What follows belongs to an exercise in optimizing a design on an open flow for small area; a production flow would make more cautious choices.
Where RTL was checked, it was by simulation tests only, not by an equivalence proof against the original.
The RTL of run 1 was laid out without a check of its function.
Power figures rest on the tool's default switching activity, not on a simulated workload.

==> design/flow/design.v <==
module rgb565_to_ycbcr422
(
    input   wire                    sys_clk         ,
    input   wire                    sys_rst_n       ,
    input   wire    [15:0]          rgb_data        ,
    output  reg     signed  [7:0]   img_out         ,
    output  wire    [1:0]           state           ,
    output  wire                    start_en
);
reg     [1:0]   k       ;
reg             run     ;    
reg     [15:0]  x_q     ;
reg     [7:0]   a_q     ;
reg             sel_c1  ;    
reg             sel_c2  ;    
wire            sel_y   = ~k[1];
wire    [7:0]   f_top   ;
wire t_0;
wire t_1;
wire t_2;
wire t_3;
wire t_4;
wire t_5;
wire t_6;
wire t_7;
wire t_8;
wire t_9;
wire t_10;
wire t_11;
wire t_12;
wire t_13;
wire t_14;
wire t_15;
wire t_16;
wire t_17;
wire t_18;
wire t_19;
wire t_20;
wire t_21;
wire t_22;
wire t_23;
wire t_24;
wire t_25;
wire t_26;
wire t_27;
wire t_28;
wire t_29;
wire t_30;
wire t_31;
wire t_32;
wire t_33;
wire t_34;
wire t_35;
wire t_36;
wire t_37;
wire t_38;
wire t_39;
wire t_40;
wire t_41;
wire t_42;
wire t_43;
wire t_44;
wire t_45;
wire t_46;
wire t_47;
wire t_48;
wire t_49;
wire t_50;
wire t_51;
wire t_52;
wire t_53;
wire t_54;
wire t_55;
wire t_56;
wire t_57;
wire t_58;
wire t_59;
wire t_60;
wire t_61;
wire t_62;
wire t_63;
wire t_64;
wire t_65;
wire t_66;
wire t_67;
wire t_68;
wire t_69;
wire t_70;
wire t_71;
wire t_72;
wire t_73;
wire t_74;
wire t_75;
wire t_76;
wire t_77;
wire t_78;
wire t_79;
wire t_80;
wire t_81;
wire t_82;
wire t_83;
wire t_84;
wire t_85;
wire t_86;
wire t_87;
wire t_88;
wire t_89;
wire t_90;
wire t_91;
wire t_92;
wire t_93;
wire t_94;
wire t_95;
wire t_96;
wire t_97;
wire t_98;
wire t_99;
wire t_100;
wire t_101;
wire t_102;
wire t_103;
wire t_104;
wire t_105;
wire t_106;
wire t_107;
wire t_108;
wire t_109;
wire t_110;
wire t_111;
wire t_112;
wire t_113;
wire t_114;
wire t_115;
wire t_116;
wire t_117;
wire t_118;
wire t_119;
wire t_120;
wire t_121;
wire t_122;
wire t_123;
wire t_124;
wire t_125;
wire t_126;
wire t_127;
wire t_128;
wire t_129;
wire t_130;
wire t_131;
wire t_132;
wire t_133;
wire t_134;
wire t_135;
wire t_136;
wire t_137;
wire t_138;
wire t_139;
wire t_140;
wire t_141;
wire t_142;
wire t_143;
wire t_144;
wire t_145;
wire t_146;
wire t_147;
wire t_148;
wire t_149;
wire t_150;
wire t_151;
wire t_152;
wire t_153;
wire t_154;
wire t_155;
wire t_156;
wire t_157;
wire t_158;
wire t_159;
wire t_160;
wire t_161;
wire t_162;
wire t_163;
wire t_164;
wire t_165;
wire t_166;
wire t_167;
wire t_168;
wire t_169;
wire t_170;
wire t_171;
wire t_172;
wire t_173;
wire t_174;
wire t_175;
wire t_176;
wire t_177;
wire t_178;
wire t_179;
wire t_180;
wire t_181;
wire t_182;
wire t_183;
wire t_184;
wire t_185;
wire t_186;
wire t_187;
wire t_188;
wire t_189;
wire t_190;
wire t_191;
wire t_192;
wire t_193;
wire t_194;
wire t_195;
wire t_196;
wire t_197;
wire t_198;
wire t_199;
wire t_200;
wire t_201;
wire t_202;
wire t_203;
wire t_204;
wire t_205;
wire t_206;
wire t_207;
wire t_208;
wire t_209;
wire t_210;
wire t_211;
wire t_212;
wire t_213;
wire t_214;
wire t_215;
wire t_216;
wire t_217;
wire t_218;
wire t_219;
wire t_220;
wire t_221;
wire t_222;
wire t_223;
wire t_224;
wire t_225;
wire t_226;
wire t_227;
wire t_228;
wire t_229;
wire t_230;
wire t_231;
wire t_232;
wire t_233;
wire t_234;
wire t_235;
wire t_236;
wire t_237;
wire t_238;
wire t_239;
wire t_240;
wire t_241;
wire t_242;
wire t_243;
wire t_244;
wire t_245;
wire t_246;
wire t_247;
wire t_248;
wire t_249;
wire t_250;
wire t_251;
wire t_252;
wire t_253;
wire t_254;
wire t_255;
wire t_256;
wire t_257;
wire t_258;
wire t_259;
wire t_260;
wire t_261;
wire t_262;
wire t_263;
wire t_264;
wire t_265;
wire t_266;
wire t_267;
wire t_268;
wire t_269;
wire t_270;
wire t_271;
wire t_272;
wire t_273;
wire t_274;
wire t_275;
wire t_276;
wire t_277;
wire t_278;
wire t_279;
wire t_280;
wire t_281;
wire t_282;
wire t_283;
wire t_284;
wire t_285;
wire t_286;
wire t_287;
assign t_0 = (x_q[11] & ~sel_c2);
assign t_1 = (x_q[11] ? (sel_y) : (sel_c1));
assign t_2 = (x_q[11] ? 1'b0 : (sel_y));
assign t_3 = (x_q[11] & (sel_y));
assign t_4 = (x_q[11] ? 1'b0 : ~sel_c2);
assign t_5 = (x_q[11] & ~sel_c1);
assign t_6 = (x_q[12] & ~sel_c2);
assign t_7 = (x_q[12] ? 1'b0 : ~sel_c2);
assign t_8 = (x_q[12] ? 1'b0 : (sel_y));
assign t_9 = (x_q[12] ? 1'b0 : (sel_y));
assign t_10 = (x_q[12] ? 1'b0 : k[1]);
assign t_11 = (x_q[12] ? (sel_c2) : ~sel_c2);
assign t_12 = (x_q[12] & ~sel_c1);
assign t_13 = (x_q[13] & ~sel_c2);
assign t_14 = (x_q[13] ? 1'b0 : ~sel_c2);
assign t_15 = (x_q[13] ? 1'b0 : (sel_y));
assign t_16 = (x_q[13] & (sel_y));
assign t_17 = (x_q[13] ? (sel_c2) : ~sel_c2);
assign t_18 = (x_q[13] ? 1'b0 : ~sel_c2);
assign t_19 = (x_q[13] & ~sel_c1);
assign t_20 = (x_q[14] & ~sel_c2);
assign t_21 = (x_q[14] ? (sel_c1) : (sel_y));
assign t_22 = (x_q[14] & ~sel_c2);
assign t_23 = (x_q[14] ? 1'b0 : ~sel_c2);
assign t_24 = (x_q[14] & ~sel_c1);
assign t_25 = (x_q[15] & ~sel_c2);
assign t_26 = (x_q[15] ? (sel_c1) : (sel_y));
assign t_27 = (x_q[15] & ~sel_c2);
assign t_28 = (x_q[15] ? (sel_y) : (sel_c1));
assign t_29 = (x_q[15] & (sel_c2));
assign t_30 = (x_q[5] ? (sel_c1) : (sel_c2));
assign t_31 = (x_q[5] ? (sel_c1) : ~sel_c1);
assign t_32 = (x_q[5] ? (sel_c1) : (sel_c2));
assign t_33 = (x_q[5] ? (sel_c1) : ~sel_c1);
assign t_34 = (x_q[5] & (sel_c1));
assign t_35 = (x_q[5] & (sel_y));
assign t_36 = (x_q[5] ? (sel_y) : k[1]);
assign t_37 = (x_q[6] ? (sel_c2) : (sel_c1));
assign t_38 = (x_q[6] ? 1'b0 : (sel_y));
assign t_39 = (x_q[6] ? (sel_c2) : (sel_c1));
assign t_40 = (x_q[6] ? 1'b0 : (sel_y));
assign t_41 = (x_q[6] ? 1'b0 : k[1]);
assign t_42 = (x_q[6] ? 1'b0 : (sel_c1));
assign t_43 = (x_q[6] & ~sel_c2);
assign t_44 = (x_q[6] ? (sel_y) : k[1]);
assign t_45 = (x_q[7] ? (sel_c1) : (sel_c2));
assign t_46 = (x_q[7] ? (sel_c1) : ~sel_c1);
assign t_47 = (x_q[7] ? (sel_c1) : ~sel_c1);
assign t_48 = (x_q[7] ? (sel_y) : k[1]);
assign t_49 = (x_q[8] ? (sel_c1) : (sel_c2));
assign t_50 = (x_q[8] ? (sel_c1) : ~sel_c1);
assign t_51 = (x_q[8] ? (sel_c1) : ~sel_c1);
assign t_52 = (x_q[8] ? (sel_y) : k[1]);
assign t_53 = (x_q[9] ? (sel_c1) : (sel_c2));
assign t_54 = (x_q[9] ? (sel_c1) : ~sel_c1);
assign t_55 = (x_q[9] ? (sel_c1) : ~sel_c1);
assign t_56 = (x_q[9] ? (sel_y) : k[1]);
assign t_57 = (x_q[10] ? (sel_c1) : (sel_c2));
assign t_58 = (x_q[10] ? (sel_c1) : ~sel_c1);
assign t_59 = (x_q[10] ? (sel_c1) : ~sel_c1);
assign t_60 = (x_q[10] ? (sel_y) : k[1]);
assign t_61 = (x_q[0] ? (sel_y) : (sel_c2));
assign t_62 = (x_q[0] & ~sel_c1);
assign t_63 = (x_q[0] & (sel_c2));
assign t_64 = (x_q[0] & (sel_c1));
assign t_65 = (x_q[0] ? (sel_y) : (sel_c2));
assign t_66 = (x_q[0] & (sel_c1));
assign t_67 = (x_q[1] ? (sel_y) : (sel_c2));
assign t_68 = (x_q[1] & ~sel_c1);
assign t_69 = (x_q[1] & (sel_c2));
assign t_70 = (x_q[1] & (sel_c1));
assign t_71 = (x_q[1] ? (sel_y) : (sel_c2));
assign t_72 = (x_q[1] & (sel_c1));
assign t_73 = (x_q[2] ? (sel_y) : (sel_c2));
assign t_74 = (x_q[2] & ~sel_c1);
assign t_75 = (x_q[2] & (sel_c2));
assign t_76 = (x_q[2] & (sel_c1));
assign t_77 = (x_q[2] ? (sel_y) : (sel_c2));
assign t_78 = (x_q[2] & (sel_c1));
assign t_79 = (x_q[3] ? (sel_y) : (sel_c2));
assign t_80 = (x_q[3] ? 1'b0 : ~sel_c1);
assign t_81 = (x_q[3] & (sel_c2));
assign t_82 = (x_q[3] ? (sel_y) : (sel_c2));
assign t_83 = (x_q[3] & (sel_c1));
assign t_84 = (x_q[4] ? (sel_y) : (sel_c2));
assign t_85 = (x_q[4] ? (sel_c2) : (sel_y));
assign t_86 = (x_q[4] & (sel_c2));
assign t_87 = (x_q[4] ? (sel_y) : (sel_c2));
assign t_88 = (x_q[4] & (sel_c1));
assign t_89 = ~sel_c1;
csa_fa u_t_90 (.a(t_0), .b(t_30), .c(t_61), .s(t_90), .co(t_91));
assign t_92 = ~(t_6 ^ t_31);
assign t_93 = t_6 | t_31;
csa_fa u_t_94 (.a(t_37), .b(t_67), .c(t_91), .s(t_94), .co(t_95));
csa_fa u_t_96 (.a(t_1), .b(t_13), .c(t_32), .s(t_96), .co(t_97));
csa_fa u_t_98 (.a(t_38), .b(t_62), .c(t_73), .s(t_98), .co(t_99));
csa_fa u_t_100 (.a(t_93), .b(t_96), .c(t_98), .s(t_100), .co(t_101));
csa_fa u_t_102 (.a(t_7), .b(t_68), .c(t_97), .s(t_102), .co(t_103));
csa_fa u_t_104 (.a(t_99), .b(t_101), .c(t_102), .s(t_104), .co(t_105));
assign t_106 = ~(t_2 ^ t_8);
assign t_107 = t_2 | t_8;
csa_fa u_t_108 (.a(t_14), .b(t_33), .c(t_39), .s(t_108), .co(t_109));
csa_fa u_t_110 (.a(t_45), .b(t_74), .c(t_106), .s(t_110), .co(t_111));
csa_fa u_t_112 (.a(t_108), .b(t_103), .c(t_110), .s(t_112), .co(t_113));
csa_fa u_t_114 (.a(t_15), .b(t_40), .c(t_46), .s(t_114), .co(t_115));
csa_fa u_t_116 (.a(t_49), .b(t_107), .c(t_109), .s(t_116), .co(t_117));
csa_fa u_t_118 (.a(t_114), .b(t_111), .c(t_116), .s(t_118), .co(t_119));
csa_fa u_t_120 (.a(t_3), .b(t_20), .c(t_34), .s(t_120), .co(t_121));
csa_fa u_t_122 (.a(t_41), .b(t_50), .c(t_53), .s(t_122), .co(t_123));
csa_fa u_t_124 (.a(t_63), .b(t_79), .c(t_115), .s(t_124), .co(t_125));
csa_fa u_t_126 (.a(t_120), .b(t_122), .c(t_117), .s(t_126), .co(t_127));
csa_fa u_t_128 (.a(t_124), .b(t_119), .c(t_126), .s(t_128), .co(t_129));
assign t_130 = ~(x_q[11] ^ t_9);
assign t_131 = x_q[11] | t_9;
csa_fa u_t_132 (.a(t_25), .b(t_47), .c(t_54), .s(t_132), .co(t_133));
csa_fa u_t_134 (.a(t_57), .b(t_64), .c(t_69), .s(t_134), .co(t_135));
csa_fa u_t_136 (.a(t_84), .b(t_121), .c(t_123), .s(t_136), .co(t_137));
csa_fa u_t_138 (.a(t_130), .b(t_132), .c(t_134), .s(t_138), .co(t_139));
csa_fa u_t_140 (.a(t_125), .b(t_136), .c(t_138), .s(t_140), .co(t_141));
csa_fa u_t_142 (.a(t_127), .b(t_140), .c(t_129), .s(t_142), .co(t_143));
assign t_144 = ~(t_10 ^ t_16);
assign t_145 = t_10 | t_16;
csa_fa u_t_146 (.a(t_21), .b(t_35), .c(t_42), .s(t_146), .co(t_147));
csa_fa u_t_148 (.a(t_51), .b(t_58), .c(t_65), .s(t_148), .co(t_149));
csa_fa u_t_150 (.a(t_70), .b(t_75), .c(t_80), .s(t_150), .co(t_151));
csa_fa u_t_152 (.a(t_131), .b(t_133), .c(t_135), .s(t_152), .co(t_153));
csa_fa u_t_154 (.a(t_144), .b(t_146), .c(t_148), .s(t_154), .co(t_155));
csa_fa u_t_156 (.a(t_150), .b(t_137), .c(t_139), .s(t_156), .co(t_157));
csa_fa u_t_158 (.a(t_152), .b(t_154), .c(t_141), .s(t_158), .co(t_159));
csa_fa u_t_160 (.a(t_156), .b(t_158), .c(t_143), .s(t_160), .co(t_161));
csa_fa u_t_162 (.a(x_q[7]), .b(t_4), .c(t_11), .s(t_162), .co(t_163));
csa_fa u_t_164 (.a(t_17), .b(t_26), .c(t_36), .s(t_164), .co(t_165));
csa_fa u_t_166 (.a(t_43), .b(t_55), .c(t_71), .s(t_166), .co(t_167));
csa_fa u_t_168 (.a(t_76), .b(t_85), .c(t_145), .s(t_168), .co(t_169));
csa_fa u_t_170 (.a(t_147), .b(t_149), .c(t_151), .s(t_170), .co(t_171));
csa_fa u_t_172 (.a(t_162), .b(t_164), .c(t_166), .s(t_172), .co(t_173));
csa_fa u_t_174 (.a(t_153), .b(t_155), .c(t_168), .s(t_174), .co(t_175));
csa_fa u_t_176 (.a(t_170), .b(t_172), .c(t_157), .s(t_176), .co(t_177));
csa_fa u_t_178 (.a(t_174), .b(t_159), .c(t_176), .s(t_178), .co(t_179));
assign t_180 = ~(x_q[8] ^ t_5);
assign t_181 = x_q[8] | t_5;
csa_fa u_t_182 (.a(t_18), .b(t_22), .c(t_44), .s(t_182), .co(t_183));
csa_fa u_t_184 (.a(t_59), .b(t_66), .c(t_77), .s(t_184), .co(t_185));
csa_fa u_t_186 (.a(t_81), .b(t_86), .c(t_163), .s(t_186), .co(t_187));
csa_fa u_t_188 (.a(t_165), .b(t_167), .c(t_180), .s(t_188), .co(t_189));
csa_fa u_t_190 (.a(t_182), .b(t_184), .c(t_169), .s(t_190), .co(t_191));
csa_fa u_t_192 (.a(t_171), .b(t_173), .c(t_186), .s(t_192), .co(t_193));
csa_fa u_t_194 (.a(t_188), .b(t_175), .c(t_190), .s(t_194), .co(t_195));
csa_fa u_t_196 (.a(t_192), .b(t_177), .c(t_194), .s(t_196), .co(t_197));
csa_fa u_t_198 (.a(x_q[9]), .b(t_12), .c(t_27), .s(t_198), .co(t_199));
csa_fa u_t_200 (.a(t_48), .b(t_72), .c(t_82), .s(t_200), .co(t_201));
csa_fa u_t_202 (.a(t_181), .b(t_183), .c(t_185), .s(t_202), .co(t_203));
csa_fa u_t_204 (.a(t_198), .b(t_200), .c(t_187), .s(t_204), .co(t_205));
csa_fa u_t_206 (.a(t_189), .b(t_202), .c(t_191), .s(t_206), .co(t_207));
csa_fa u_t_208 (.a(t_193), .b(t_204), .c(t_195), .s(t_208), .co(t_209));
csa_fa u_t_210 (.a(t_206), .b(t_197), .c(t_208), .s(t_210), .co(t_211));
csa_fa u_t_212 (.a(x_q[10]), .b(t_89), .c(t_19), .s(t_212), .co(t_213));
csa_fa u_t_214 (.a(t_23), .b(t_52), .c(t_78), .s(t_214), .co(t_215));
csa_fa u_t_216 (.a(t_87), .b(t_199), .c(t_201), .s(t_216), .co(t_217));
csa_fa u_t_218 (.a(t_212), .b(t_214), .c(t_203), .s(t_218), .co(t_219));
csa_fa u_t_220 (.a(t_216), .b(t_205), .c(t_218), .s(t_220), .co(t_221));
csa_fa u_t_222 (.a(t_207), .b(t_220), .c(t_209), .s(t_222), .co(t_223));
csa_fa u_t_224 (.a(t_24), .b(t_28), .c(t_56), .s(t_224), .co(t_225));
csa_fa u_t_226 (.a(t_83), .b(t_213), .c(t_215), .s(t_226), .co(t_227));
csa_fa u_t_228 (.a(t_224), .b(t_217), .c(t_226), .s(t_228), .co(t_229));
csa_fa u_t_230 (.a(t_219), .b(t_228), .c(t_221), .s(t_230), .co(t_231));
assign t_232 = ~(t_29 ^ t_60);
assign t_233 = t_29 | t_60;
csa_fa u_t_234 (.a(t_88), .b(t_225), .c(t_232), .s(t_234), .co(t_235));
csa_fa u_t_236 (.a(t_227), .b(t_234), .c(t_229), .s(t_236), .co(t_237));
assign t_238 = t_233 ^ t_235 ^ t_237;
csa_ha u_t_239 (.a(t_92), .b(t_94), .s(t_239), .co(t_240));
csa_ha u_t_241 (.a(t_95), .b(t_100), .s(t_241), .co(t_242));
csa_ha u_t_243 (.a(t_105), .b(t_112), .s(t_243), .co(t_244));
csa_ha u_t_245 (.a(t_113), .b(t_118), .s(t_245), .co(t_246));
csa_ha u_t_247 (.a(t_178), .b(t_161), .s(t_247), .co(t_248));
csa_ha u_t_249 (.a(t_179), .b(t_196), .s(t_249), .co(t_250));
csa_ha u_t_251 (.a(t_211), .b(t_222), .s(t_251), .co(t_252));
csa_ha u_t_253 (.a(t_230), .b(t_223), .s(t_253), .co(t_254));
csa_ha u_t_255 (.a(t_236), .b(t_231), .s(t_255), .co(t_256));
assign t_257 = t_242 | (t_241 & t_240);
assign t_258 = t_104 & t_257;
assign t_259 = t_244 | (t_243 & t_258);
assign t_260 = t_246 | (t_245 & t_259);
assign t_261 = t_128 & t_260;
assign t_262 = t_142 & t_261;
assign t_263 = t_160 & t_262;
assign t_264 = t_250 | (t_249 & t_248);
assign t_265 = t_249 & t_247;
assign t_266 = t_251 & t_210;
assign t_267 = t_256 | (t_255 & t_254);
assign t_268 = t_255 & t_253;
assign t_269 = t_248 | (t_247 & t_263);
assign t_270 = t_264 | (t_265 & t_263);
assign t_271 = t_254 | (t_253 & t_252);
assign t_272 = t_253 & t_266;
assign t_273 = t_267 | (t_268 & t_252);
assign t_274 = t_268 & t_266;
assign t_275 = t_210 & t_270;
assign t_276 = t_252 | (t_266 & t_270);
assign t_277 = t_271 | (t_272 & t_270);
assign t_278 = t_273 | (t_274 & t_270);
assign t_279 = t_238 & t_278;
assign t_280 = t_160 ^ t_262;
assign t_281 = t_247 ^ t_263;
assign t_282 = t_249 ^ t_269;
assign t_283 = t_210 ^ t_270;
assign t_284 = t_251 ^ t_275;
assign t_285 = t_253 ^ t_276;
assign t_286 = t_255 ^ t_277;
assign t_287 = t_238 ^ t_278;
assign f_top = {t_287, t_286, t_285, t_284, t_283, t_282, t_281, t_280};
always @(posedge sys_clk) begin
    if (!sel_c1)
        x_q <= rgb_data;
    a_q <= f_top;
end
always @(posedge sys_clk or negedge sys_rst_n)
    if (!sys_rst_n) begin
        k      <= 2'd0;
        run    <= 1'b0;
        sel_c1 <= 1'b0;
        sel_c2 <= 1'b0;
    end else begin
        k      <= k + 2'd1;
        run    <= run | (k == 2'd2);
        sel_c1 <= k == 2'd1;
        sel_c2 <= k == 2'd2;
    end
always @(posedge sys_clk or negedge sys_rst_n)
    if (!sys_rst_n)
        img_out <= 8'd0;
    else
        img_out <= a_q & {8{run | sel_c1}};
assign start_en = run;
assign state    = {run & (k[1] ^ k[0]), run & ~k[0]};
endmodule
module csa_fa (input wire a, input wire b, input wire c, output wire s, output wire co);
assign s  = a ^ b ^ c;
assign co = (a & b) | (a & c) | (b & c);
endmodule
module csa_ha (input wire a, input wire b, output wire s, output wire co);
assign s  = a ^ b;
assign co = a & b;
endmodule
==> design/flow/flow/run.sh <==
#!/bin/bash
# Standard layout, but the port buffers are the smallest buffer cell.
set -euo pipefail
export BUFFER_PORTS_ARGS="-buffer_cell sky130_fd_sc_hd__buf_1"
bash standard.sh > standard_flow.log 2>&1
==> design/flow/standard.sh <==
#!/bin/bash
# synth_recipe.tcl (not shown) runs the flow's synth.tcl, then flattens the netlist and writes it again
# the make line also repeats each setting of config.mk as NAME=value (left out here)
make -C /OpenROAD-flow-scripts/flow DESIGN_CONFIG=/design/flow/config.mk WORK_HOME=/design/flow/orfs CLKGATE_MAP_FILE= SYNTH_SCRIPT=/design/flow/synth_recipe.tcl "${@:-finish}"
==> design/flow/config.mk <==
export PLATFORM = sky130hd
export DESIGN_NAME = rgb565_to_ycbcr422
export DESIGN_NICKNAME = rgb565_to_ycbcr422
export VERILOG_FILES = /design/flow/design.v
export SDC_FILE = /design/flow/constraint.sdc
export NUM_CORES = 4
export LEC_CHECK = 0
export CAP_MARGIN = 20
export CORE_MARGIN = 2
export CORE_UTILIZATION = 40
export SLEW_MARGIN = 20
export SYNTH_HIERARCHICAL = 1
==> design/flow/constraint.sdc <==
create_clock -name core_clock -period 5.0 [get_ports {sys_clk}]
set_input_delay 1.0000 -clock core_clock [delete_from_list [all_inputs] [get_ports {sys_clk}]]
set_output_delay 1.0000 -clock core_clock [all_outputs]
set_load 0.01 [all_outputs]
==> impl_metrics.toml, run 1 <==
[floorplanning]
die-area_um2 = 9240
coreArea_um2 = 8220
pin_count = 29
num_rows = 33
start_util = 0.413
fp.dieH_um = 96.1
die_w_um = 96.1

[place]
dp_cells = 399
place_area_um2 = 3660
gp_congestion = 0.898
dp_slack_ps = 293
dp_hpwl_um = 5650
io_buffers = 28

[drt]
wl_met3_um = 257
vias_per_cell = 4.77
wire_per_inst_um = 16.3
wl_met1_um = 2860
drc_errors = 0
wl_met2_um = 3350
vias = 1943
postRouteAntennaNets = 0
first_iter_violations = 147
wl_um = 6630
first_pass_iters = 4
top_layer_used = "met4"

[clock_tree]
cts_max_path_buffers = 2
insertion_delay_ps = 290
ctsResizeCount = 0
cts_hold_buffers = 0
clkSlewWorstSetupHoldPaths_ps = 80
cts_buffers = 5
htreeDepth = 2
cts_tree = "built"
cts-root-buf = "clkbuf_8"
post_cts_buffers = 0
clkSinkCount = 37

[cells_and_area]
final_nets = 414
num_antenna_cells = 0
layout-drive-gt1-share = 0.0662
area_growth_pct = 11.2
fin_cells = 407
post-route-util = 0.460
fillers = 774
final_area_um2 = 3780

[grt]
grt.overflow.total = 0
grt_antenna_before_repair = 0
grt_max_degree = 20
groute.usage.overall = 0.165
grt_pass1_vias = 2145
grt_pass1_wl_um = 11000

[status]
status = "complete, no violations"

[power]
p_leak_nw = 1.68
power.density_nw_per_um2 = 370
ir_drop_mv = 0.252
finalPower_mw = 1.40

[sta]
hold_viol = 0
skew_ps = 5.09
fin_setup_tns_ps = 0
max_freq_mhz = 212
fin_crit_ps = 4710
rsz0062_at_grt = "no"
max_slew_margin = 0.513
slew_viol_final = 0
setup_viol_count_final = 0
worst_pin_slew_ps = 730
hold_ws_ps = 438
postLayoutSetupSlackWorst_ps = 289
period_share = 0.942

[setup_path]
critPathMaxFanout = 14
cp_cell_sequence = "buf_4, xnor2_1, fa_1, fa_1, fa_1, fa_1, fa_1, fa_1, ha_1, o211ai_1, o21bai_2, a21oi_1, xnor2_1"
arrival_ps = 4900
critical_path.most_common_cell = "fa_1"
path_class = "reg2reg"
crit_path_end_kind = "flop"
cp_slowest_cell = "fa_1"
slowest_delay_ps = 500
start_kind = "flop"
crit_required_ps = 5190

[yosys]
synth_warnings = 7
synth_edf_count = 16
ys.flop_type = "edfxtp_1"
synthArstFlopShare = 0.351
synth_area_um2 = 3400
synth.avg_cell_area_um2 = 12.8
syn_nets = 378
yosysSeqAreaShare = 0.284
synth_cell_types = 27
syn_inst = 265
ys_seq_elements = 37

[min_path]
hp-class = "reg2reg"

[job]
drv_cap = 0
-- cell families (layout without fill, tap and decap cells) --
group	Yosys count	count (layout)	share of synthesized area
AOI/OAI and AO/OA	25	25	0.0479
xor gates and xnor gates	15	15	0.0387
adders and majority gates	95	95	0.500
buffers and inverters	32	69	0.0365
DFF	37	37	0.284
muxes	3	3	0.00884
and+or+nand+nor	58	58	0.0833
-- modules after synthesis (local to each module, per instance) --
module / cells / times used
csa_fa: 1 / 68
csa_ha: 1 / 9
rgb565_to_ycbcr422: 188 / 1
-- state kept, by name, summed over array words and instances, names as in the netlist --
register / count
a_q: 8
sel_c1: 1
x_q: 16
sel_c2: 1
k: 2
img_out: 8
run: 1
-- final timing paths --
| path | startpoint | end | slack [ps] | cells after the start |
|---|---|---|---|---|
| worst max-delay path | sel_c1$_DFF_PN0_ | a_q[6]$_DFF_P_ | 290 | 13 |
| worst max register to register | sel_c1$_DFF_PN0_ | a_q[6]$_DFF_P_ | 290 | 13 |
| max in group asynchronous | sys_rst_n | img_out[7]$_DFF_PN0_ | 3810 | 1 |
| worst min register to register | a_q[3]$_DFF_P_ | img_out[3]$_DFF_PN0_ | 440 | 1 |
| min in group asynchronous | sys_rst_n | img_out[3]$_DFF_PN0_ | 730 | 1 |
| worst min-delay path | a_q[3]$_DFF_P_ | img_out[3]$_DFF_PN0_ | 440 | 1 |
-- cell usage in the layout (no fill, tap or decap), types with 8 or more instances in the layout --
cell / n
xnor2_1: 9
nor2_1: 21
and2_1: 10
fa_1: 68
dfxtp_1: 8
edfxtp_1: 16
a21oi_1: 10
ha_1: 27
inv_1: 26
buf_1: 28
nor2b_1: 14
nand2_1: 11
dfrtp_1: 13
-- metal layers --
metal | track usage | up-vias
li1 | - | 907
met5 | 0 | -
met3 | 0.0321 | 14
met4 | 0.0560 | 0
met1 | 0.218 | 975
met2 | 0.273 | 47
-- critical path: cells and delay by family, from the launching register on --
kind / cells / cell delay [ps]
buffers and inverters: 1 / 240
DFF: 1 / 480
adders and majority gates: 7 / 2970
AOI/OAI and AO/OA: 3 / 450
xor gates and xnor gates: 2 / 480
-- where the power goes --
part / switching [mW] / leakage [nW] / internal [mW]
Clock: 0.115 / 0.0617 / 0.163
Combinational: 0.362 / 1.22 / 0.363
Sequential: 0.0158 / 0.391 / 0.378
-- final cells by class --
| type | instances | area [um^2] | share of cell area |
|---|---|---|---|
| multi-input combinational | 196 | 2310 | 0.610 |
| clock buffer | 6 | 82.6 | 0.0219 |
| timing repair buffer | 35 | 158 | 0.0417 |
| sequential | 37 | 966 | 0.256 |
| clock inverter | 2 | 36.3 | 0.00961 |
| tap | 105 | 131 | 0.0348 |
| inverter | 26 | 97.6 | 0.0258 |
-- Yosys cell counts, types with 8 or more instances --
| cell | number | area [um^2] |
|---|---|---|
| nor2_1 | 21 | 78.8 |
| nand2_1 | 11 | 41.3 |
| and2_1 | 10 | 62.6 |
| fa_1 | 68 | 1360 |
| edfxtp_1 | 16 | 480 |
| a21oi_1 | 10 | 50.1 |
| xnor2_1 | 9 | 78.8 |
| dfrtp_1 | 13 | 325 |
| nor2b_1 | 14 | 87.6 |
| dfxtp_1 | 8 | 160 |
| ha_1 | 27 | 338 |
| inv_1 | 26 | 97.6 |
==> inputs of run 2 (changes only) <==
--- a/design/flow/design.v
+++ b/design/flow/design.v
@@ -13,5 +13,5 @@
 reg     [7:0]   a_q     ;
-reg             sel_c1  ;    
-reg             sel_c2  ;    
 wire            sel_y   = ~k[1];
+wire            sel_c1  = k[1] & ~k[0];
+wire            sel_c2  = k[1] & k[0];
 wire    [7:0]   f_top   ;
@@ -305,3 +305,3 @@
 wire t_287;
-assign t_0 = (x_q[11] & ~sel_c2);
+assign t_0 = (x_q[11] & (sel_y | sel_c1));
 assign t_1 = (x_q[11] ? (sel_y) : (sel_c1));
@@ -309,26 +309,26 @@
 assign t_3 = (x_q[11] & (sel_y));
-assign t_4 = (x_q[11] ? 1'b0 : ~sel_c2);
-assign t_5 = (x_q[11] & ~sel_c1);
-assign t_6 = (x_q[12] & ~sel_c2);
-assign t_7 = (x_q[12] ? 1'b0 : ~sel_c2);
+assign t_4 = (x_q[11] ? 1'b0 : (sel_y | sel_c1));
+assign t_5 = (x_q[11] & (sel_y | sel_c2));
+assign t_6 = (x_q[12] & (sel_y | sel_c1));
+assign t_7 = (x_q[12] ? 1'b0 : (sel_y | sel_c1));
 assign t_8 = (x_q[12] ? 1'b0 : (sel_y));
 assign t_9 = (x_q[12] ? 1'b0 : (sel_y));
-assign t_10 = (x_q[12] ? 1'b0 : k[1]);
-assign t_11 = (x_q[12] ? (sel_c2) : ~sel_c2);
-assign t_12 = (x_q[12] & ~sel_c1);
-assign t_13 = (x_q[13] & ~sel_c2);
-assign t_14 = (x_q[13] ? 1'b0 : ~sel_c2);
+assign t_10 = (x_q[12] ? 1'b0 : (sel_c1 | sel_c2));
+assign t_11 = (x_q[12] ? (sel_c2) : (sel_y | sel_c1));
+assign t_12 = (x_q[12] & (sel_y | sel_c2));
+assign t_13 = (x_q[13] & (sel_y | sel_c1));
+assign t_14 = (x_q[13] ? 1'b0 : (sel_y | sel_c1));
 assign t_15 = (x_q[13] ? 1'b0 : (sel_y));
 assign t_16 = (x_q[13] & (sel_y));
-assign t_17 = (x_q[13] ? (sel_c2) : ~sel_c2);
-assign t_18 = (x_q[13] ? 1'b0 : ~sel_c2);
-assign t_19 = (x_q[13] & ~sel_c1);
-assign t_20 = (x_q[14] & ~sel_c2);
+assign t_17 = (x_q[13] ? (sel_c2) : (sel_y | sel_c1));
+assign t_18 = (x_q[13] ? 1'b0 : (sel_y | sel_c1));
+assign t_19 = (x_q[13] & (sel_y | sel_c2));
+assign t_20 = (x_q[14] & (sel_y | sel_c1));
 assign t_21 = (x_q[14] ? (sel_c1) : (sel_y));
-assign t_22 = (x_q[14] & ~sel_c2);
-assign t_23 = (x_q[14] ? 1'b0 : ~sel_c2);
-assign t_24 = (x_q[14] & ~sel_c1);
-assign t_25 = (x_q[15] & ~sel_c2);
+assign t_22 = (x_q[14] & (sel_y | sel_c1));
+assign t_23 = (x_q[14] ? 1'b0 : (sel_y | sel_c1));
+assign t_24 = (x_q[14] & (sel_y | sel_c2));
+assign t_25 = (x_q[15] & (sel_y | sel_c1));
 assign t_26 = (x_q[15] ? (sel_c1) : (sel_y));
-assign t_27 = (x_q[15] & ~sel_c2);
+assign t_27 = (x_q[15] & (sel_y | sel_c1));
 assign t_28 = (x_q[15] ? (sel_y) : (sel_c1));
@@ -336,8 +336,8 @@
 assign t_30 = (x_q[5] ? (sel_c1) : (sel_c2));
-assign t_31 = (x_q[5] ? (sel_c1) : ~sel_c1);
+assign t_31 = (x_q[5] ? (sel_c1) : (sel_y | sel_c2));
 assign t_32 = (x_q[5] ? (sel_c1) : (sel_c2));
-assign t_33 = (x_q[5] ? (sel_c1) : ~sel_c1);
+assign t_33 = (x_q[5] ? (sel_c1) : (sel_y | sel_c2));
 assign t_34 = (x_q[5] & (sel_c1));
 assign t_35 = (x_q[5] & (sel_y));
-assign t_36 = (x_q[5] ? (sel_y) : k[1]);
+assign t_36 = (x_q[5] ? (sel_y) : (sel_c1 | sel_c2));
 assign t_37 = (x_q[6] ? (sel_c2) : (sel_c1));
@@ -346,24 +346,24 @@
 assign t_40 = (x_q[6] ? 1'b0 : (sel_y));
-assign t_41 = (x_q[6] ? 1'b0 : k[1]);
+assign t_41 = (x_q[6] ? 1'b0 : (sel_c1 | sel_c2));
 assign t_42 = (x_q[6] ? 1'b0 : (sel_c1));
-assign t_43 = (x_q[6] & ~sel_c2);
-assign t_44 = (x_q[6] ? (sel_y) : k[1]);
+assign t_43 = (x_q[6] & (sel_y | sel_c1));
+assign t_44 = (x_q[6] ? (sel_y) : (sel_c1 | sel_c2));
 assign t_45 = (x_q[7] ? (sel_c1) : (sel_c2));
-assign t_46 = (x_q[7] ? (sel_c1) : ~sel_c1);
-assign t_47 = (x_q[7] ? (sel_c1) : ~sel_c1);
-assign t_48 = (x_q[7] ? (sel_y) : k[1]);
+assign t_46 = (x_q[7] ? (sel_c1) : (sel_y | sel_c2));
+assign t_47 = (x_q[7] ? (sel_c1) : (sel_y | sel_c2));
+assign t_48 = (x_q[7] ? (sel_y) : (sel_c1 | sel_c2));
 assign t_49 = (x_q[8] ? (sel_c1) : (sel_c2));
-assign t_50 = (x_q[8] ? (sel_c1) : ~sel_c1);
-assign t_51 = (x_q[8] ? (sel_c1) : ~sel_c1);
-assign t_52 = (x_q[8] ? (sel_y) : k[1]);
+assign t_50 = (x_q[8] ? (sel_c1) : (sel_y | sel_c2));
+assign t_51 = (x_q[8] ? (sel_c1) : (sel_y | sel_c2));
+assign t_52 = (x_q[8] ? (sel_y) : (sel_c1 | sel_c2));
 assign t_53 = (x_q[9] ? (sel_c1) : (sel_c2));
-assign t_54 = (x_q[9] ? (sel_c1) : ~sel_c1);
-assign t_55 = (x_q[9] ? (sel_c1) : ~sel_c1);
-assign t_56 = (x_q[9] ? (sel_y) : k[1]);
+assign t_54 = (x_q[9] ? (sel_c1) : (sel_y | sel_c2));
+assign t_55 = (x_q[9] ? (sel_c1) : (sel_y | sel_c2));
+assign t_56 = (x_q[9] ? (sel_y) : (sel_c1 | sel_c2));
 assign t_57 = (x_q[10] ? (sel_c1) : (sel_c2));
-assign t_58 = (x_q[10] ? (sel_c1) : ~sel_c1);
-assign t_59 = (x_q[10] ? (sel_c1) : ~sel_c1);
-assign t_60 = (x_q[10] ? (sel_y) : k[1]);
+assign t_58 = (x_q[10] ? (sel_c1) : (sel_y | sel_c2));
+assign t_59 = (x_q[10] ? (sel_c1) : (sel_y | sel_c2));
+assign t_60 = (x_q[10] ? (sel_y) : (sel_c1 | sel_c2));
 assign t_61 = (x_q[0] ? (sel_y) : (sel_c2));
-assign t_62 = (x_q[0] & ~sel_c1);
+assign t_62 = (x_q[0] & (sel_y | sel_c2));
 assign t_63 = (x_q[0] & (sel_c2));
@@ -373,3 +373,3 @@
 assign t_67 = (x_q[1] ? (sel_y) : (sel_c2));
-assign t_68 = (x_q[1] & ~sel_c1);
+assign t_68 = (x_q[1] & (sel_y | sel_c2));
 assign t_69 = (x_q[1] & (sel_c2));
@@ -379,3 +379,3 @@
 assign t_73 = (x_q[2] ? (sel_y) : (sel_c2));
-assign t_74 = (x_q[2] & ~sel_c1);
+assign t_74 = (x_q[2] & (sel_y | sel_c2));
 assign t_75 = (x_q[2] & (sel_c2));
@@ -385,3 +385,3 @@
 assign t_79 = (x_q[3] ? (sel_y) : (sel_c2));
-assign t_80 = (x_q[3] ? 1'b0 : ~sel_c1);
+assign t_80 = (x_q[3] ? 1'b0 : (sel_y | sel_c2));
 assign t_81 = (x_q[3] & (sel_c2));
@@ -394,3 +394,3 @@
 assign t_88 = (x_q[4] & (sel_c1));
-assign t_89 = ~sel_c1;
+assign t_89 = (sel_y | sel_c2);
 csa_fa u_t_90 (.a(t_0), .b(t_30), .c(t_61), .s(t_90), .co(t_91));
@@ -518,3 +518,3 @@
 always @(posedge sys_clk) begin
-    if (!sel_c1)
+    if (k != 2'd2)
         x_q <= rgb_data;
@@ -524,11 +524,7 @@
     if (!sys_rst_n) begin
-        k      <= 2'd0;
-        run    <= 1'b0;
-        sel_c1 <= 1'b0;
-        sel_c2 <= 1'b0;
+        k   <= 2'd0;
+        run <= 1'b0;
     end else begin
-        k      <= k + 2'd1;
-        run    <= run | (k == 2'd2);
-        sel_c1 <= k == 2'd1;
-        sel_c2 <= k == 2'd2;
+        k   <= k + 2'd1;
+        run <= run | (k == 2'd2);
     end
@@ -538,3 +534,3 @@
     else
-        img_out <= a_q & {8{run | sel_c1}};
+        img_out <= a_q & {8{run | (k == 2'd2)}};
 assign start_en = run;
==> run 2 against run 1 <==
Compared with the run above:
- final cell count is 2.0% higher
- combinational power increased by 2%
- routed wire length down 2.9%
- largest cell class unchanged
- largest power group unchanged
==> impl_metrics.toml, run 2 <==
[drt]
wire_per_inst_um = 15.5
vias = 1984
drc_errors = 0
first_pass_iters = 4
vias_per_cell = 4.78
first_iter_violations = 109
wl_um = 6440
postRouteAntennaNets = 0

[setup_path]
reg2reg_depth = 16
start_kind = "flop"
crit_buf_inv = 2
reg2reg_slack_ps = 230
r2r_end = "a_q[7]$_DFF_P_"
critPathMaxFanout = 5
arrival_ps = 4950
r2r_start = "k[0]$_DFF_PN0_"
cp_num_cells = 16
crit_required_ps = 5170
crit_family = "adder cells"
crit_path_end_kind = "flop"
cp_slowest_cell = "fa_1"
slowest_delay_ps = 460
cp_cell_sequence = "inv_1, ha_2, clkinvlp_4, nor2_2, a21o_1, fa_1, fa_1, fa_1, fa_1, fa_1, fa_1, ha_1, a211oi_2, o21bai_2, o31ai_2, xnor2_1"
path_class = "reg2reg"
critical_path.most_common_cell = "fa_1"

[yosys]
ys_seq_elements = 35
synth_commonest_cells = "fa_1, nor2_1, ha_1, inv_1, nor2b_1"
ys.flop_type = "edfxtp_1"
synth.largest_area_cell = "fa_1"
synth_cell_types = 26
synth_warnings = 7
yosysSeqAreaShare = 0.275
yosysMostFrequentCell = "fa_1"
synthArstFlopShare = 0.314
synth_edf_count = 16
synth_area_um2 = 3330
synth_top_area_share = 0.408
syn_nets = 376
synth.avg_cell_area_um2 = 12.3
ys_top_cells_by_area = "fa_1, edfxtp_1, dfrtp_1"
syn_inst = 270

[grt]
grt_max_degree = 25
grt_pass1_vias = 2196
grt_antenna_before_repair = 0
grt.overflow.total = 0
grt_pass1_wl_um = 10800
groute.usage.overall = 0.162

[job]
drv_cap = 0

[sta]
slew_viol_final = 0
hold_viol = 0
rsz0062_at_grt = "no"
skew_ps = 3.13
max_slew_margin = 0.599
worst_pin_slew_ps = 601
fin_setup_tns_ps = 0
setup_viol_count_final = 0
max_freq_mhz = 209
period_share = 0.955
fin_crit_ps = 4770

[clock_tree]
cts_tree = "built"
htreeDepth = 2
insertion_delay_ps = 290
cts_buffers = 5
clkSlewWorstSetupHoldPaths_ps = 70
cts_max_path_buffers = 2
cts_hold_buffers = 0
cts-root-buf = "clkbuf_8"
clkSinkCount = 35

[cells_and_area]
layout.cells.most_common = "fa_1"
post-route-util = 0.463
layout_common_cells = "fa_1, buf_1, nor2_1"
area_growth_pct = 13.0
top_register = "x_q"
num_antenna_cells = 0
final_nets = 415
reg.largest.list = "x_q (16), a_q (8), img_out (8)"
layout-drive-gt1-share = 0.113
largest_reg_flops = 16

[floorplanning]
fp.dieH_um = 95.3
die-area_um2 = 9080
die_w_um = 95.3
pin_count = 29
num_rows = 33
coreArea_um2 = 8130
start_util = 0.410

[status]
status = "complete, no violations"

[power]
p_switching_mw = 0.491
ir_drop_mv = 0.247
internal-power_mw = 0.823
swShare = 0.374
p_leak_nw = 1.61
p_seq_frac = 0.288
p_clk_frac = 0.152
power.density_nw_per_um2 = 349
combinationalPowerShare = 0.560

[min_path]
min_to = "img_out[6]$_DFF_PN0_"
min_from = "a_q[6]$_DFF_P_"
hold_path_depth = 1
hp-class = "reg2reg"

[place]
gp_congestion = 0.916
io_buffers = 28
dp_hpwl_um = 5580
[run 2: power by group through the flow]
stage                     combinational [mW]  sequential [mW]  clock [mW]
after detailed placement               0.755            0.385           0
final                                  0.736            0.379       0.199
after floorplan                        0.599            0.379           0
after global routing                   0.852            0.382       0.217
after global placement                 0.733            0.385           0
after CTS                              0.760            0.379       0.205
[run 2: logic make-up (layout without fill, tap and decap cells)]
family                     after synthesis  after routing  share of synthesized area
DFF                                     35             35                      0.275
AOI/OAI and AO/OA                       32             32                     0.0601
and+or+nand+nor                         72             72                      0.107
adders and majority gates               88             88                      0.483
xor gates and xnor gates                14             14                     0.0368
buffers and inverters                   27             67                     0.0315
muxes                                    2              2                    0.00601
[run 2: cell type report]
cell class	count	area [um^2]
clock buffer	5	68.8
clock inverter	3	15.0
fill	753	4370
inverter	20	78.8
multi-input combinational	208	2360
sequential	35	916
tap	105	131
timing repair buffer	39	200
[run 2: routing by layer]
layer	wire, um	up-vias	GRT usage
met3	241	9	0.0206
met1	2810	1001	0.227
met4	140	0	0.0495
met5	0	-	0
met2	3240	39	0.265
li1	-	935	-
[run 2: worst max-delay path by stage]
stage,end,startpoint,slack [ps]
final,a_q[7]$_DFF_P_,k[0]$_DFF_PN0_,230
after CTS,a_q[7]$_DFF_P_,k[0]$_DFF_PN0_,40
after global routing,a_q[7]$_DFF_P_,k[0]$_DFF_PN0_,40
after floorplan,a_q[7]$_DFF_P_,k[0]$_DFF_PN0_,180
after global placement,a_q[6]$_DFF_P_,k[0]$_DFF_PN0_,190
after detailed placement,a_q[6]$_DFF_P_,k[0]$_DFF_PN0_,50
[run 2: modules after synthesis (local to each module, per instance)]
module | cells inside | flops+latches | times used
csa_fa | 1 | 0 | 68
rgb565_to_ycbcr422 | 193 | 35 | 1
csa_ha | 1 | 0 | 9
[run 2: timing repair]
item / 4_1_cts / 5_1_grt
buffers inserted: 0 / 2
gates resized for setup: 0 / 10
endpoints found under the hold margin: 0 / 0
endpoints found under the setup margin: 0 / 5
[run 2: worst reg2reg max path: stages (launching register included)]
cell and delay [ps]:
dfrtp_1 390, inv_1 80, ha_2 230, clkinvlp_4 140, nor2_2 70, a21o_1 220
fa_1 400, fa_1 460, fa_1 420, fa_1 430, fa_1 410, fa_1 440
ha_1 250, a211oi_2 270, o21bai_2 140, o31ai_2 220, xnor2_1 100
[run 2: metrics by stage]
stage               cell area (um^2)  hold WS (ps)  setup slack [ps]  total power [mW]  cells
finish                          3770           439               227              1.31    415
global route                    3770           449              39.9              1.45    415
CTS                             3710           440              36.9              1.34    413
detailed placement              3620           431              51.4              1.14    405
global placement                3620           430               194              1.12    405
floorplan                       3340           423               184             0.978    270

-- re-timing with driven ports --
How much do the figures lean on ideal ports? The routed layouts below were timed once more, with nothing changed but the port constraints. Step 1, drivers: a clkbuf_16 drives sys_clk and a buf_2 each remaining input, both assumed. Step 2 adds t to the input delays and takes it off the output delays; t is the mean of the earliest and latest rising clock arrival at the registers after step 1. Input paths then give back, and output paths get back, about the clock's delay inside the block. Slacks: ideal ports / drivers / drivers and shift; pairs: ideal ports / drivers.
run | shift t [ns] | slack for setup (ns) | hold slack, ns | worst setup path after step 2 | pins driven straight from the clock port
run 1 | 0.322 | 0.289 / 0.289 / 0.289 | 0.438 / 0.438 / 0.438 | register to register | 1
run 2 | 0.316 | 0.227 / 0.227 / 0.227 | 0.439 / 0.439 / 0.439 | register to register | 1
After both steps setup and hold are still met in every run listed.
